Context: an optimization exercise on an open-source flow, tuned for small area and a short achievable clock period. The choices shown serve that exercise and are no tape-out recipe. In this exercise RTL edits were held to simulation tests only and were not proved equivalent to the original. No activity file was given, so power comes from the tool's default toggle rates.

File: constraint.sdc
create_clock -name core_clock -period 7.5 [get_ports {CLK}]
set_input_delay 1.5000 -clock core_clock [delete_from_list [all_inputs] [get_ports {CLK}]]
set_output_delay 1.5000 -clock core_clock [all_outputs]
set_load 0.01 [all_outputs]
File: config.mk
export PLATFORM = sky130hd
export DESIGN_NAME = Booth
export DESIGN_NICKNAME = Booth
export VERILOG_FILES = /design/flow/design.v
export SDC_FILE = /design/flow/constraint.sdc
export NUM_CORES = 4
export LEC_CHECK = 0
export CAP_MARGIN = 20
export CORE_MARGIN = 2
export CORE_UTILIZATION = 40
export SLEW_MARGIN = 20
File: design.v
module CSA (
    input  signed [63:0] A, B, C,
    output signed [63:0] Sum, Carry
);  
    genvar i;
    generate
        for (i = 0; i < 64; i = i + 1) begin : CSA_LOOP
            assign Sum[i] = A[i] ^ B[i] ^ C[i];
            assign Carry[i] = ((A[i] ^ B[i]) & C[i]) | (!(A[i] ^ B[i]) & A[i]);
        end
    endgenerate
endmodule
module KSA(
    input  [63:0] A, B,
    input         Cin,
    output [63:0] Sum,
    output        Cout
);
    wire [63:0] G0, P0;
    assign G0 = A & B;
    assign P0 = A ^ B;
    wire [63:0] G1, P1;
    wire [63:0] G2, P2;
    wire [63:0] G3, P3;
    wire [63:0] G4, P4;
    wire [63:0] G5, P5;
    wire [63:0] G6, P6;
    assign G1[0] = G0[0];
    assign P1[0] = P0[0];
    genvar i;
    generate
        for (i = 1; i < 64; i = i + 1) begin
            assign G1[i] = G0[i] | (P0[i] & G0[i-1]);
            assign P1[i] = P0[i] & P0[i-1];
        end
    endgenerate
    assign G2[1:0] = G1[1:0];
    assign P2[1:0] = P1[1:0];
    generate
        for (i = 2; i < 64; i = i + 1) begin
            assign G2[i] = G1[i] | (P1[i] & G1[i-2]);
            assign P2[i] = P1[i] & P1[i-2];
        end
    endgenerate
    assign G3[3:0] = G2[3:0];
    assign P3[3:0] = P2[3:0];
    generate
        for (i = 4; i < 64; i = i + 1) begin
            assign G3[i] = G2[i] | (P2[i] & G2[i-4]);
            assign P3[i] = P2[i] & P2[i-4];
        end
    endgenerate
    assign G4[7:0] = G3[7:0];
    assign P4[7:0] = P3[7:0];
    generate
        for (i = 8; i < 64; i = i + 1) begin
            assign G4[i] = G3[i] | (P3[i] & G3[i-8]);
            assign P4[i] = P3[i] & P3[i-8];
        end
    endgenerate
    assign G5[15:0] = G4[15:0];
    assign P5[15:0] = P4[15:0];
    generate
        for (i = 16; i < 64; i = i + 1) begin
            assign G5[i] = G4[i] | (P4[i] & G4[i-16]);
            assign P5[i] = P4[i] & P4[i-16];
        end
    endgenerate
    assign G6[31:0] = G5[31:0];
    assign P6[31:0] = P5[31:0];
    generate
        for (i = 32; i < 64; i = i + 1) begin
             assign G6[i] = G5[i] | (P5[i] & G5[i-32]);
             assign P6[i] = P5[i] & P5[i-32];          
        end
    endgenerate
    wire [64:0] C;
    assign C[0] = Cin;
    generate
        for (i = 0; i < 64; i = i + 1) begin
            assign C[i+1] = G6[i] | (P6[i] & Cin);
        end
    endgenerate
    assign Sum  = P0 ^ C[63:0];
    assign Cout = C[64];
endmodule
module Booth #(
    parameter WIDTH = 32,
    parameter N     = WIDTH / 2    
)(
    input  CLK, RST,
    input  [WIDTH-1:0] x, y,
    output reg [2*WIDTH-1:0] p
);
    reg  [2:0] cc [0:N-1];                    
    reg  signed [WIDTH+1:0] pp  [0:N-1];      
    reg  signed [2*WIDTH-1:0] spp [0:N-1];    
    reg  signed [WIDTH:0] inv_x;              
    wire signed [2*WIDTH-1:0] prod;           
    integer kk;
    always @(*) begin
        inv_x = {~x[WIDTH-1], ~x} + 1;
        cc[0] = {y[1], y[0], 1'b0};
        for (kk = 1; kk < N; kk = kk + 1)
            cc[kk] = {y[2*kk + 1], y[2*kk], y[2*kk - 1]};
        for (kk = 0; kk < N; kk = kk + 1) begin
            case (cc[kk])
                3'b000, 3'b111: pp[kk] = 0;                       
                3'b001, 3'b010: pp[kk] = {{2{x[WIDTH-1]}}, x};    
                3'b011:         pp[kk] = {x[WIDTH-1], x, 1'b0};   
                3'b100:         pp[kk] = {inv_x, 1'b0};           
                3'b101, 3'b110: pp[kk] = {inv_x[WIDTH], inv_x};   
                default:        pp[kk] = 0;
            endcase
            spp[kk] = $signed(pp[kk]) <<< (2 * kk);
        end
    end
    wire [63:0] S0,  C0,  S1,  C1,  S2,  C2,  S3,  C3,  S4,  C4;
    wire [63:0] S5,  C5,  S6,  C6,  S7,  C7;
    wire [63:0] S8,  C8,  S9,  C9;
    wire [63:0] S10, C10, S11, C11;
    wire [63:0] S12, C12;
    wire [63:0] S13, C13;
    CSA csa1 (.A(spp[0]),  .B(spp[1]),  .C(spp[2]),  .Sum(S0),  .Carry(C0));
    CSA csa2 (.A(spp[3]),  .B(spp[4]),  .C(spp[5]),  .Sum(S1),  .Carry(C1));
    CSA csa3 (.A(spp[6]),  .B(spp[7]),  .C(spp[8]),  .Sum(S2),  .Carry(C2));
    CSA csa4 (.A(spp[9]),  .B(spp[10]), .C(spp[11]), .Sum(S3),  .Carry(C3));
    CSA csa5 (.A(spp[12]), .B(spp[13]), .C(spp[14]), .Sum(S4),  .Carry(C4));
    CSA csa6 (.A(S0),  .B({C0[62:0],1'b0}), .C(S1),  .Sum(S5),  .Carry(C5));
    CSA csa7 (.A({C1[62:0],1'b0}), .B(S2),  .C({C2[62:0],1'b0}), .Sum(S6), .Carry(C6));
    CSA csa8 (.A(S3),  .B({C3[62:0],1'b0}), .C(S4),  .Sum(S7),  .Carry(C7));
    CSA csa9  (.A(S5), .B({C5[62:0],1'b0}), .C(S6),  .Sum(S8),  .Carry(C8));
    CSA csa10 (.A({C6[62:0],1'b0}), .B(S7), .C({C7[62:0],1'b0}), .Sum(S9), .Carry(C9));
    CSA csa11 (.A(S8), .B({C8[62:0],1'b0}), .C(S9),  .Sum(S10), .Carry(C10));
    CSA csa12 (.A({C9[62:0],1'b0}), .B({C4[62:0],1'b0}), .C(spp[15]), .Sum(S11), .Carry(C11));
    CSA csa13 (.A(S10), .B({C10[62:0],1'b0}), .C(S11), .Sum(S12), .Carry(C12));
    CSA csa14 (.A(S12), .B({C12[62:0],1'b0}), .C({C11[62:0],1'b0}), .Sum(S13), .Carry(C13));
    reg signed [63:0] C13_reg, S13_reg;
    always @(posedge CLK) begin
        if (RST) begin
            C13_reg <= 0;
            S13_reg <= 0;
        end else begin
            C13_reg <= C13;
            S13_reg <= S13;
        end
    end
    KSA CPA (.A(S13_reg), .B({C13_reg[62:0],1'b0}), .Cin(1'b0), .Sum(prod));
    always @(posedge CLK) begin
        if (RST)
            p <= 0;
        else
            p <= prod;
    end
endmodule
File: run.sh
#!/bin/bash
# synth_recipe.tcl (not shown) runs the flow's synth.tcl, then flattens the netlist and writes it again
# the make line also repeats each setting of config.mk as NAME=value (left out here)
make -C /OpenROAD-flow-scripts/flow DESIGN_CONFIG=/design/flow/config.mk WORK_HOME=/design/flow/orfs CLKGATE_MAP_FILE= SYNTH_SCRIPT=/design/flow/synth_recipe.tcl finish
==> run summary <==
==> worst paths after layout <==
check,startpoint,end,slack [ps],depth (start not counted)
max reg2reg,C13_reg[7]$_SDFF_PP0_,p[62]$_SDFF_PP0_,1980,19
max,x[17],S13_reg[49]$_SDFF_PP0_,260,18
min,S13_reg[3]$_SDFF_PP0_,p[3]$_SDFF_PP0_,440,1
min reg2reg,S13_reg[3]$_SDFF_PP0_,p[3]$_SDFF_PP0_,440,1
==> layout make-up <==
cell class                 instances  area [sq um]  area share
inverter                         167           627      0.0111
clock buffer                      17           425     0.00754
clock inverter                    15           215     0.00382
multi-input combinational       5780         39900       0.707
tap                             1524          1910      0.0338
sequential                       184          3680      0.0653
antenna                           14          35.0    0.000621
timing repair buffer            1210          9640       0.171
==> cells by family after synthesis <==
family / count (synthesis)
AOI/OAI and AO/OA: 2181
and+or+nand+nor: 1802
xor gates and xnor gates: 1187
buffers and inverters: 778
adders and majority gates: 472
DFF: 184
muxes: 138
==> cell usage after synthesis, types with 30 or more instances <==
library cell  count
a211oi_1         76
ha_1            129
buf_1           111
xnor2_1         865
maj3_1          333
nor3_1          113
nor2b_1          96
inv_1           151
nand3_1          89
a221oi_1         86
nand2_1         659
a21oi_1         533
nor2_1          635
o21ai_0         595
mux2i_1         120
o21a_1           36
or2_2            30
a22oi_1          86
a222oi_1         35
o211ai_1         60
o221ai_1         87
xnor3_1          39
xor2_1          263
a31oi_1          61
nand2b_1         35
dfxtp_1         184
clkbuf_1        458
a21o_1           86
buf_2            36
o22ai_1         132
==> routing by layer <==
metal  vias up  share of wire  track usage
li1      25400              -            -
met1     28700           0.38        0.663
met2      5033           0.38        0.710
met3      1165           0.16        0.245
met4        10          0.077        0.319
met5         -        0.00024            0
==> layout by cell type (no fill, tap or decap), types with 87 or more instances in the layout <==
cell / instances
mux2i_1: 120
nand2_1: 659
nor2b_1: 96
o221ai_1: 87
xor2_1: 263
nand3_1: 89
dfxtp_1: 184
xnor2_1: 864
maj3_1: 333
o22ai_1: 132
a21oi_1: 533
o21ai_0: 595
nor2_1: 633
buf_4: 1047
inv_1: 150
nor3_1: 111
ha_1: 129
==> power by group through the flow <==
stage                     clock (mW)  sequential, mW  combinational (mW)
after floorplan                    0            1.62                13.8
after global placement             0            1.59                20.3
after detailed placement           0            1.59                20.7
after CTS                      0.973            1.57                20.8
after global routing            1.01            1.60                22.7
final                          0.954            1.57                21.2
==> critical path, cell delays in order <==
cell,delay (ps)
clkdlybuf4s50_1,450
or4_4,570
buf_4,190
nor4_4,400
buf_4,310
nand3_1,310
and2_1,430
o21ai_0,670
xor2_1,170
xnor2_1,330
xnor3_1,590
or3_1,470
and2_1,200
xnor2_1,150
maj3_1,380
xnor2_1,190
xnor2_1,160
nor2_1,50
==> through the flow <==
stage / hold WS, ps / total power [mW] / setup TNS [ps] / setup slack (ps) / utilization
after floorplan: 414 / 15.5 / 0 / 758 / -
after global placement: 419 / 21.9 / -995 / -242 / 0.481
after detailed placement: 426 / 22.3 / -25.5 / -25.5 / 0.481
after CTS: 446 / 23.4 / 0 / 475 / 0.487
final: 443 / 23.7 / 0 / 263 / 0.487
after global routing: 462 / 25.4 / 0 / 178 / 0.487
==> results.json <==
{
  "worst_pin_slew_ps": 1270,
  "grt_setup_unrepaired": "no",
  "vias_per_cell": 6.77,
  "synthMuxAreaShare": 0.0317,
  "synth_top_family_by_area": "compound AO/OA/AOI/OAI gates",
  "drive_gt1_frac": 0.175,
  "dp_hpwl_um": 258000,
  "coreArea_sq_um": 116000,
  "grtUsageTotal": 0.523,
  "pwr-share-comb": 0.894,
  "finalMaxSlewViolations": 0,
  "grt_max_degree": 80,
  "syn_inst": 6742,
  "cts_buffers": 17,
  "rows": 125,
  "post-route-drc-count": 0,
  "yosysTopAreaCell": "xnor2_1",
  "ios": 130,
  "clock_power_share": 0.040,
  "fp.dieH_um": 345,
  "dp.cells": 8864,
  "period_minus_slack_ps": 7240,
  "fp.dieW_um": 345,
  "cts_setup_buffers": 0,
  "fin_cells": 8911,
  "synth_compound_area_frac": 0.303,
  "arrival_ps": 7560,
  "final_nets": 7558,
  "io_buffer_count": 129,
  "clk_path_buf_depth": 2,
  "synth.distinct_cells": 98,
  "netSwitchingPower_mw": 11.4,
  "dieArea_sq_um": 119000,
  "placed_area_sq_um": 55700,
  "yosysSeqAreaShare": 0.0793,
  "p_sw_frac": 0.483,
  "critPathLaunchType": "primary input",
  "synth_fa_ha_area_frac": 0.109,
  "async_reset_ff_frac": 0,
  "finClkSkew_ps": 14.1,
  "syn_avg_cell_area_sq_um": 6.89,
  "seqPwrFrac": 0.066,
  "syn_nets": 6940,
  "synthSimpleGateAreaFrac": 0.171,
  "first_global_vias": 54100,
  "ys_ff_latch": 184,
  "leakagePower_nw": 22.7,
  "yosysWarnings": 7,
  "vias": 60300,
  "yosysTopAreaCellShare": 0.163,
  "wl_per_cell_um": 36.5,
  "crit_required_ps": 7820,
  "cts_tree": "built",
  "post-route-period-util": 0.965,
  "first_pass_iters": 10,
  "num-fill-cells": 11800,
  "first_iter_violations": 10500,
  "clock-sinks": 184,
  "end_kind": "flop",
  "outcome": "complete, no violations",
  "crit_fanout": 12,
  "grt_overflow": 0,
  "hold_violations": 0,
  "synth_ff_type": "dfxtp_1",
  "stdcell_area_sq_um": 56400,
  "ctsResizeCount": 0,
  "area_growth_pct": 21.3,
  "initial_core_util": 0.402,
  "synth_area_sq_um": 46500,
  "cap_violations": 0,
  "intPower_mw": 12.3,
  "synth_edf_count": 0,
  "hold_buffers": 0,
  "yosys.area_share.xor_xnor": 0.241,
  "slew_headroom": 0.142,
  "h-tree-depth": 4,
  "grt_first_pass_wirelength_um": 438000,
  "power_density_nw_per_um2": 421,
  "antenna_found_initial": 21,
  "place_congestion": 1.11,
  "ant_nets": 0,
  "wl_um": 325000,
  "ir_drop_v": 0.000434,
  "clock-root-buffer": "clkbuf_16",
  "hold_path_class": "reg -> reg",
  "yosys-top-cells-area": "xnor2_1, dfxtp_1, maj3_1, o21ai_0, a21oi_1",
  "setup_violations": 0,
  "insertion_delay_ps": 470,
  "fmax_ghz": 0.138,
  "cts.reportedPaths.clkPinSlew_ps": 80,
  "path_class": "in -> reg"
}

-- separate check: timing with driven ports --
The flow's constraints put no driver on any port. The routed layout listed below was extracted and timed again, unchanged, in two steps.
Step 1 sets driving cells, clkbuf_16 on the clock port and buf_2 on the other inputs (assumed; they add their load-dependent delay and slew).
Step 2 moves the port delays by t, midway between the first and last clock arrival at a register: inputs arrive t later, outputs are due t later. That takes back most of the time a late clock gives input paths.
Three values: ideal ports, drivers, drivers and shift; two values: the first two.
t, ns: 0.526
setup slack, ns: 0.263 / 0.300 / -0.226
worst setup path after step 2: input to register
worst register clock-pin slew, ns: 0.08 / 0.08
cell pins on the clock port's net: 1
With both steps, setup timing fails in this run, where it was met with ideal ports. The setup slack of this run moves by +0.037 ns with the drivers and by -0.489 ns with both steps.
